From an optimization exercise on the open Yosys and OpenROAD flow, aimed at small area and a short achievable clock period; shortcuts taken in it are not production practice.
Only simulation tests tie the RTL to the original design; equivalence was not proved.
Power and IR drop assume default switching activity.

==> flow/design.v <==
module avalon_uart (
    input               clk,
    input               rst,
    input               avn_read,
    input               avn_write,
    input [4:0]         avn_address,
    input [31:0]        avn_writedata,
    output reg [31:0]   avn_readdata,
    output              avn_waitrequest,
    output              int_txwm,
    output              int_rxwm,
    output              uart_txd,
    input               uart_rxd
);
    localparam IDLE  = 2'd0;
    localparam START = 2'd1;
    localparam DATA  = 2'd3;
    localparam STOP  = 2'd2;
    reg [7:0]   txdata_data;
    reg [2:0]   txctrl_txcnt;
    reg         txctrl_nstop;
    reg         txctrl_txen;
    reg [2:0]   rxctrl_rxcnt;
    reg         rxctrl_rxen;
    reg         ie_rxwm;
    reg         ie_txwm;
    reg [15:0]  div_div;
    reg         txdata_full;
    reg         ip_rxwm;
    reg         ip_txwm;
    reg         txdata_valid;
    wire a_txdata = avn_address == 5'h00;
    wire a_rxdata = avn_address == 5'h04;
    wire a_txctrl = avn_address == 5'h08;
    wire a_rxctrl = avn_address == 5'h0C;
    wire a_ie     = avn_address == 5'h10;
    wire a_ip     = avn_address == 5'h14;
    wire a_div    = avn_address == 5'h18;
    wire txdata_write = avn_write & a_txdata;
    wire rxdata_read  = avn_read  & a_rxdata;
    always @(posedge clk) begin
        if (rst) begin
            txdata_data  <= 8'b0;
            txctrl_txcnt <= 3'b0;
            txctrl_nstop <= 1'b0;
            txctrl_txen  <= 1'b0;
            rxctrl_rxcnt <= 3'b0;
            rxctrl_rxen  <= 1'b0;
            ie_rxwm      <= 1'b0;
            ie_txwm      <= 1'b0;
            div_div      <= 16'b0;
        end
        else begin
            if (txdata_write) txdata_data <= avn_writedata[7:0];
            if (avn_write & a_txctrl) begin
                txctrl_txcnt <= avn_writedata[18:16];
                txctrl_nstop <= avn_writedata[1];
                txctrl_txen  <= avn_writedata[0];
            end
            if (avn_write & a_rxctrl) begin
                rxctrl_rxcnt <= avn_writedata[18:16];
                rxctrl_rxen  <= avn_writedata[0];
            end
            if (avn_write & a_ie) begin
                ie_rxwm <= avn_writedata[1];
                ie_txwm <= avn_writedata[0];
            end
            if (avn_write & a_div) div_div <= avn_writedata[15:0];
        end
    end
    always @(posedge clk) txdata_valid <= txdata_write;
    reg [7:0]   txmem [0:7];
    reg [3:0]   tx_wp;
    reg [3:0]   tx_rp;
    reg [3:0]   tx_cnt;
    reg [7:0]   rxmem [0:7];
    reg [3:0]   rx_wp;
    reg [3:0]   rx_rp;
    reg [3:0]   rx_cnt;
    reg         tx_empty;      
    reg         rx_empty;      
    wire        tx_full  = tx_cnt[3];
    reg  [7:0]  tx_head;
    wire        rx_full  = rx_cnt[3];
    reg  [7:0]  rx_head;
    function automatic [7:0] jdec(input [3:0] j);
        jdec = {j[3] & ~j[2], j[2] & ~j[1], j[1] & ~j[0], j[3] & j[0],
                ~j[3] & j[2], ~j[2] & j[1], ~j[1] & j[0], ~j[3] & ~j[0]};
    endfunction
    wire [7:0]  tx_rsel = jdec(tx_rp);
    wire [7:0]  rx_rsel = jdec(rx_rp);
    wire [7:0]  tx_wsel = jdec(tx_wp);
    wire [7:0]  rx_wsel = jdec(rx_wp);
    integer     k;
    always @* begin
        tx_head = 8'd0;
        rx_head = 8'd0;
        for (k = 0; k < 8; k = k + 1) begin
            tx_head = tx_head | (txmem[k] & {8{tx_rsel[k]}});
            rx_head = rx_head | (rxmem[k] & {8{rx_rsel[k]}});
        end
    end
    wire        tx_ready;
    reg         rx_valid;
    reg [7:0]   rx_data;
    wire        tx_push = txdata_valid & ~tx_full;
    wire        tx_pop  = ~tx_empty & tx_ready;
    wire        rx_push = rx_valid & ~rx_full;
    wire        rx_pop  = rxdata_read & ~rx_empty;
    wire [3:0]  tx_cnt_pop   = tx_push ? tx_cnt : tx_cnt - 1'b1;
    wire [3:0]  tx_cnt_nopop = tx_push ? tx_cnt + 1'b1 : tx_cnt;
    wire [3:0]  rx_cnt_pop   = rx_push ? rx_cnt : rx_cnt - 1'b1;
    wire [3:0]  rx_cnt_nopop = rx_push ? rx_cnt + 1'b1 : rx_cnt;
    always @(posedge clk) begin
        if (rst) begin
            tx_wp  <= 4'b0;
            tx_rp  <= 4'b0;
            tx_cnt <= 4'b0;
            tx_empty <= 1'b1;
            rx_empty <= 1'b1;
            rx_wp  <= 4'b0;
            rx_rp  <= 4'b0;
            rx_cnt <= 4'b0;
        end
        else begin
            if (tx_push) tx_wp <= {tx_wp[2:0], ~tx_wp[3]};
            if (tx_pop)  tx_rp <= {tx_rp[2:0], ~tx_rp[3]};
            tx_cnt <= tx_pop ? tx_cnt_pop : tx_cnt_nopop;
            tx_empty <= ~tx_push & (tx_pop ? (tx_cnt == 4'd1) : tx_empty);
            if (rx_push) rx_wp <= {rx_wp[2:0], ~rx_wp[3]};
            if (rx_pop)  rx_rp <= {rx_rp[2:0], ~rx_rp[3]};
            rx_cnt <= rx_pop ? rx_cnt_pop : rx_cnt_nopop;
            rx_empty <= ~rx_push & (rx_pop ? (rx_cnt == 4'd1) : rx_empty);
        end
    end
    always @(posedge clk) begin
        for (k = 0; k < 8; k = k + 1) begin
            if (tx_push & tx_wsel[k]) txmem[k] <= txdata_data;
            if (rx_push & rx_wsel[k]) rxmem[k] <= rx_data;
        end
    end
    always @(posedge clk) begin
        txdata_full <= tx_full;
        ip_txwm <= (tx_cnt < {1'b0, txctrl_txcnt}) & ie_txwm;
        ip_rxwm <= (rx_cnt > {1'b0, rxctrl_rxcnt}) & ie_rxwm;
    end
    wire a_other = ~(a_rxdata | a_txctrl | a_rxctrl | a_ie | a_ip | a_div);
    always @(posedge clk) begin
        avn_readdata[31]    <= (a_rxdata & rx_empty) | (a_other & txdata_full);
        avn_readdata[30:19] <= 12'b0;
        avn_readdata[18:16] <= ({3{a_txctrl}} & txctrl_txcnt) | ({3{a_rxctrl}} & rxctrl_rxcnt);
        avn_readdata[15:8]  <= {8{a_div}} & div_div[15:8];
        avn_readdata[7:2]   <= ({6{a_other}} & txdata_data[7:2]) | ({6{a_rxdata}} & rx_head[7:2])
                             | ({6{a_div}} & div_div[7:2]);
        avn_readdata[1]     <= (a_other & txdata_data[1]) | (a_rxdata & rx_head[1]) | (a_div & div_div[1])
                             | (a_txctrl & txctrl_nstop) | (a_ie & ie_rxwm) | (a_ip & ip_rxwm);
        avn_readdata[0]     <= (a_other & txdata_data[0]) | (a_rxdata & rx_head[0]) | (a_div & div_div[0])
                             | (a_txctrl & txctrl_txen) | (a_rxctrl & rxctrl_rxen) | (a_ie & ie_txwm)
                             | (a_ip & ip_txwm);
    end
    assign avn_waitrequest = 1'b0;
    assign int_txwm = ip_txwm;
    assign int_rxwm = ip_rxwm;
    reg [1:0]   tx_state;
    reg         tx_prev_idle;      
    reg [15:0]  tx_bcnt;
    reg         tx_tick;
    reg         tx_bfire;
    reg         tx_blz;        
    reg [2:0]   tx_ccnt;
    reg [7:0]   tx_buf;
    reg         txd;
    wire tx_idle   = tx_state == IDLE;
    assign tx_ready = tx_prev_idle & tx_idle;
    wire tx_req    = tx_ready & ~tx_empty & txctrl_txen;
    wire tx_cfire  = tx_ccnt == 3'd0;
    wire tx_cmpl   = tx_cfire & tx_tick;
    wire div_ones  = &div_div;
    wire div_lo8_zero = div_div[7:0] == 8'd0;
    wire tx_reload = tx_bfire | tx_prev_idle;
    always @(posedge clk) begin
        if (rst) tx_state <= IDLE;
        else begin
            case (tx_state)
            IDLE:  if (tx_req)  tx_state <= START;
            START: if (tx_tick) tx_state <= DATA;
            DATA:  if (tx_cmpl) tx_state <= STOP;
            STOP:  if (tx_cmpl) tx_state <= IDLE;
            endcase
        end
    end
    always @(posedge clk) begin
        if (tx_reload) tx_bcnt <= div_div;
        else begin
            tx_bcnt[7:0]  <= tx_bcnt[7:0] - 1'b1;
            tx_bcnt[15:8] <= tx_bcnt[15:8] - tx_blz;
        end
        tx_blz   <= tx_reload ? div_lo8_zero : (tx_bcnt[7:0] == 8'd1);
        tx_bfire <= tx_reload ? div_ones : ((tx_bcnt[15:8] == 8'd0) & tx_blz);
        tx_tick <= tx_bfire;
    end
    always @(posedge clk) begin
        tx_prev_idle <= tx_idle;
        if (tx_idle) tx_buf <= tx_head;
        case (tx_state)
        START: tx_ccnt <= 3'd7;
        DATA:  if (tx_cmpl) tx_ccnt <= {2'b0, txctrl_nstop};
               else if (tx_tick) tx_ccnt <= tx_ccnt - 1'b1;
        default: if (tx_tick) tx_ccnt <= tx_ccnt - 1'b1;
        endcase
        case (tx_state)
        START:   txd <= 1'b0;
        DATA:    txd <= tx_buf[~tx_ccnt];
        default: txd <= 1'b1;
        endcase
    end
    assign uart_txd = txd;
    reg [1:0]   rxd_sync;
    reg [1:0]   rx_state;
    reg         rx_bclear;
    reg [15:0]  rx_bcnt;
    reg         rx_tick;
    reg         rx_bfire;      
    reg         rx_blz;        
    reg         rx_slz;        
    reg [11:0]  rx_scnt;
    reg         rx_sext;
    reg         rx_scfire;     
    reg         rx_sample;
    reg [2:0]   rx_ccnt;
    reg [2:0]   rx_smp;
    wire rxd_s     = rxd_sync[1];
    wire rx_idle   = rx_state == IDLE;
    wire rx_cfire  = rx_ccnt == 3'd0;
    wire rx_cmpl   = rx_cfire & rx_tick;
    wire rx_sfire  = rx_smp == 3'd0;
    wire        div_lo_ones = &div_div[3:0];
    wire rx_breload = rx_bfire | rx_bclear;
    wire rx_sreload = rx_scfire | rx_bclear;
    always @(posedge clk) begin
        if (rst) rxd_sync <= 2'b11;
        else rxd_sync <= {rxd_sync[0], uart_rxd};
    end
    always @(posedge clk) begin
        if (rst) rx_state <= IDLE;
        else begin
            case (rx_state)
            IDLE:  if (!rxd_s & rxctrl_rxen) rx_state <= START;
            START: if (rx_sfire) rx_state <= DATA;
            DATA:  if (rx_cmpl) rx_state <= STOP;
            STOP:  if (rx_cmpl) rx_state <= IDLE;
            endcase
        end
    end
    always @(posedge clk) begin
        if (rx_breload) rx_bcnt <= div_div;
        else begin
            rx_bcnt[7:0]  <= rx_bcnt[7:0] - 1'b1;
            rx_bcnt[15:8] <= rx_bcnt[15:8] - rx_blz;
        end
        rx_blz   <= rx_breload ? div_lo8_zero : (rx_bcnt[7:0] == 8'd1);
        rx_bfire <= rx_breload ? div_ones : ((rx_bcnt[15:8] == 8'd0) & rx_blz);
        rx_tick <= rx_bfire;
        if (rx_sreload) begin
            rx_scnt <= div_div[15:4] & {12{~div_ones}};
            rx_sext <= div_lo_ones & ~div_ones;
            rx_slz  <= (div_div[9:4] == 6'd0) | div_ones;
        end
        else begin
            rx_scnt[5:0]  <= rx_scnt[5:0] - {5'd0, ~rx_sext};
            rx_scnt[11:6] <= rx_scnt[11:6] - {5'd0, ~rx_sext & rx_slz};
            rx_sext <= 1'b0;
            rx_slz  <= rx_sext ? rx_slz : (rx_scnt[5:0] == 6'd1);
        end
        rx_scfire <= rx_sreload ? (((div_div[15:4] == 12'd0) & ~(&div_div[3:0])) | div_ones)
                                : ((rx_scnt[11:6] == 6'd0) & (rx_sext ? rx_slz : (rx_scnt[5:0] == 6'd1)));
        rx_sample <= rx_scfire;
    end
    always @(posedge clk) begin
        rx_bclear <= rx_idle | ((rx_state == START) & rx_sfire);
        rx_valid  <= (rx_state == STOP) & rx_cmpl;
        case (rx_state)
        IDLE:  rx_smp <= 3'd7;
        START: if (rx_sample) rx_smp <= rx_smp - 1'b1;
        default: ;
        endcase
        case (rx_state)
        START: rx_ccnt <= 3'd7;
        DATA:  if (rx_cmpl) rx_ccnt <= {2'b0, txctrl_nstop};
               else if (rx_tick) rx_ccnt <= rx_ccnt - 1'b1;
        default: if (rx_tick) rx_ccnt <= rx_ccnt - 1'b1;
        endcase
        if ((rx_state == DATA) & rx_tick) rx_data <= {rxd_s, rx_data[7:1]};
    end
endmodule
==> flow/flow/run.sh <==
#!/bin/bash
set -euo pipefail
bash standard.sh "BUFFER_PORTS_ARGS=-buffer_cell sky130_fd_sc_hd__buf_2" \
  "CTS_ARGS=-sink_clustering_enable -repair_clock_nets -sink_clustering_size 14 -sink_clustering_max_diameter 50 -buf_list sky130_fd_sc_hd__clkbuf_8 -root_buf sky130_fd_sc_hd__clkbuf_16 -dont_use_dummy_load" \
  finish > flow_make.log 2>&1
==> flow/standard.sh <==
#!/bin/bash
# synth_recipe.tcl (not shown) runs the flow's synth.tcl, then flattens the netlist and writes it again
# the make line also repeats each setting of config.mk as NAME=value (left out here)
make -C /OpenROAD-flow-scripts/flow DESIGN_CONFIG=/design/flow/config.mk WORK_HOME=/design/flow/orfs CLKGATE_MAP_FILE= SYNTH_SCRIPT=/design/flow/synth_recipe.tcl "${@:-finish}"
==> flow/config.mk <==
export PLATFORM = sky130hd
export DESIGN_NAME = avalon_uart
export DESIGN_NICKNAME = avalon_uart
export VERILOG_FILES = /design/flow/design.v
export SDC_FILE = /design/flow/constraint.sdc
export NUM_CORES = 4
export LEC_CHECK = 0
export CAP_MARGIN = 20
export CORE_MARGIN = 2
export CORE_UTILIZATION = 65
export PLACE_DENSITY = 0.75
export SETUP_SLACK_MARGIN = 1.82
export SLEW_MARGIN = 20
==> flow/constraint.sdc <==
create_clock -name core_clock -period 3.5 [get_ports {clk}]
set_input_delay 0.7000 -clock core_clock [delete_from_list [all_inputs] [get_ports {clk}]]
set_output_delay 0.7000 -clock core_clock [all_outputs]
set_load 0.01 [all_outputs]
==> notes.md <==
Status: no timing/DRC/antenna violations
Worst hold path class: in2reg
P_int: 4.98 mW
CTS H-tree lvls: 1
Detailed Route WL: 26.8 mm
Max Slew Vio Count: 0
Cts bufs inserted: 29
IO Count: 78
Initial Utilization: 66.0%
Final net count: 1225
Die ar.: 20000 um^2
Max Fclk: 0.597 GHz
ANT nets after route: 0
Average instance area after synthesis: 11.4 um^2
Multi-input gate area: 4450 um^2
Final min period: 1670 ps
Detailed router's first-iteration violation count: 674
Root Buffer: clkbuf_16
Worst stage delay on the critical path: 390 ps
DR DRC count: 0
Initial antenna violation count: 2
Asr flop ratio synth: 0%
Ys Warns: 3
CP cell instances: nand2b_2 -> nor3b_1 -> buf_4
Clk pin slew, worst setup/hold paths: 90 ps
DR WL/cell: 19.4 um
Clock sinks: 302
Most area-consuming cells after synthesis: edfxtp_1, dfxtp_1, ha_1, nand2_1, nor2_1
TritonCTS clock tree: done
Arrival @ worst endpoint: 1860 ps
Crit path buf inv count: 1
Critical path required time: 3680 ps
N_diodes: 0
Core footprint: 18600 um^2
Post-Syn Instances: 1075
CP Class: reg2reg
First-pass GRT wire length: 41.3 mm
Via count: 8501
Slew HR: 51.8%
FF/Latch Area: 7560 um^2
LEAKAGE: 5.06 nW
Number of synthesized register bits: 302
Hpwl dp: 16.9 mm
Fill count: 1270
P per Cell Area: 485 nW/um^2
Area growth syn-to-layout: 10.9%
Commonest non-fill, non-tap cell in the layout: edfxtp_1
Clock buffer depth: 3
Comb power frac: 11.3%
Period utilization: 47.8%
Synth Flop Type: dfxtp_1
Port Buf Inserts: 51
Tightest Pin Transition: 723 ps
Clk network pwr share: 28.6%
Die H: 141 um
Commonest non-fill, non-tap cells in the layout: edfxtp_1, dfxtp_1, nand2_1, nor2_1, a21oi_1
Cell Rows: 50
Vias in the first global route: 7968
CP Launch Type: flip-flop
Final Hold Fails: 0
Unique cell type count in the Yosys netlist: 77
Largest net degree at the start of global routing: 68
Placer congestion estimate: 0.843
Sequential power share: 60.1%
DR pass1 iterations: 7
Area fraction of the dominant cell type after synthesis: 36.0%
Total track usage: 26.2%
Synth Cell Area: 12300 um^2
Post-synth EDFFs: 147
Maximum vdd ir drop: 0.393 mV
Switch share: 24.5%
Final Hold Slack: 371 ps
Largest area contributor in the netlist: edfxtp_1
Critical-path top delay cell: dfxtp_1
Final TNS setup: 0 ps
Total gr overflow: 0
Setup Viol. Count Final: 0
Setup repair after global routing missed its margin: true
Largest fanout on the critical path: 11
Worst-skew pair later-pin latency: 500 ps
Total power: 6.59 mW
Fin Clk Skew: 31.7 ps
Via density: 6.15
Utilization after layout: 73.2%
Number of max-cap violations: 0
Seq/Total Area, Yosys: 61.3%
Share of cells above drive strength 1: 17.8%
Crit. End Element: flip-flop
CP delay by family, top: simple AND/OR/NAND/NOR gates
Psw: 1.61 mW
Die X: 141 um
## cells in the mapped netlist (all sizes together), types with 3 or more instances
| cell type | count |
|---|---|
| nand3 | 25 |
| nor4 | 13 |
| buf | 37 |
| o22ai | 10 |
| nor2b | 7 |
| and3 | 5 |
| a211oi | 5 |
| a221o | 5 |
| clkinv | 3 |
| and2 | 9 |
| mux2i | 19 |
| nor3 | 19 |
| nand2 | 101 |
| nor2 | 101 |
| clkbuf | 26 |
| or2 | 7 |
| nor3b | 8 |
| a31oi | 9 |
| nand2b | 13 |
| edfxtp | 147 |
| a21o | 3 |
| dfxtp | 155 |
| nor4b | 3 |
| o22a | 5 |
| o21ai | 42 |
| o211ai | 4 |
| inv | 39 |
| xnor2 | 24 |
| a222oi | 7 |
| o221ai | 3 |
| a21oi | 69 |
| nand3b | 6 |
| a221oi | 27 |
| xor2 | 15 |
| nand4 | 11 |
| a22o | 8 |
| ha | 33 |
| a22oi | 21 |
| or4 | 3 |
## through the flow
step                setup WS [ps]  instance area (um^2)  instances
finish                       1830                 13600       1382
global placement             1250                 12700       1323
detailed placement           1210                 12700       1323
CTS                          1590                 13400       1369
floorplan                    1720                 12400       1087
global route                 1790                 13600       1382
## cell families (layout without fill, tap and decap cells)
logic type | after synthesis | in the layout | synth area share, %
simple gates | 338 | 338 | 13.5
flops | 302 | 302 | 61.3
compound gates | 235 | 235 | 13.0
buf+inv | 105 | 166 | 4.02
xor+xnor | 39 | 39 | 2.79
fa+ha+maj | 34 | 34 | 3.46
mux | 21 | 21 | 1.92
other cells | 1 | 13 | 0.0306
## registers in the layout, summed over array words and instances, names as in the netlist, 8 cells and up
| signal | flops |
|---|---|
| avn_readdata | 20 |
| div_div | 16 |
| rx_bcnt | 16 |
| rx_data | 8 |
| rx_scnt | 12 |
| rxmem | 64 |
| tx_bcnt | 16 |
| tx_buf | 8 |
| txdata_data | 8 |
| txmem | 64 |
## worst paths after layout
| kind | from | end | slack (ps) | depth (start not counted) |
|---|---|---|---|---|
| setup reg to reg | tx_cnt[3] | txmem[6][7] | 1830 | 3 |
| setup / recovery | tx_cnt[3] | txmem[6][7] | 1830 | 3 |
| hold / removal | uart_rxd | rxd_sync[0] | 370 | 2 |
| hold reg to reg | rx_bfire | rx_tick | 380 | 0 |
## power by group through the flow
stage	logic, mW	clock network, mW	registers, mW
4_1_cts	0.738	1.92	3.96
2_1_floorplan	0.610	0	4.00
6_report	0.745	1.88	3.96
3_5_place_dp	0.727	0	4.04
3_3_place_gp	0.703	0	4.04
5_1_grt	0.853	2.04	3.98
## layer usage
layer | global-route usage [%] | share of wire, %
met3 | 4.29 | 6.1
met2 | 43.8 | 48
met1 | 36.4 | 44
met5 | 0 | 0.11
met4 | 6.53 | 2.0
## area by class of cell
type | count | area share (%)
clock buffers | 29 | 3.18
repair buffers | 95 | 4.91
flip-flops and latches | 302 | 55.6
well taps | 234 | 2.15
multi-input cells | 680 | 32.8
inverters | 42 | 1.33
## timing repair
item / in CTS / in global routing
pin swaps: 6 / 4
resized for setup: 29 / 46
hold buffers: 0 / 0
buffers inserted: 17 / 13
setup endpoints to repair: 126 / 86

[static timing again, ports no longer ideal]
The flow's constraints put no driver on any port. The routed layout listed below was extracted and timed again, unchanged, in two steps.
Step 1, drivers: a clkbuf_16 drives clk and a buf_2 each remaining input, both assumed.
Step 2 adds t to the input delays and takes it off the output delays; t is the mean of the earliest and latest rising clock arrival at the registers after step 1. Input paths then give back, and output paths get back, about the clock's delay inside the block.
Three values: no drivers, after step 1, after step 2; two values: the first two.
shift t [ns]: 0.526
slack for setup (ns): 1.826 / 1.796 / 1.390
worst data-port slew with drivers (ns): 0.06
After both steps setup and hold are still met in this run. For this run, drivers alone change the setup slack by -0.030 ns; drivers and shift together by -0.436 ns.
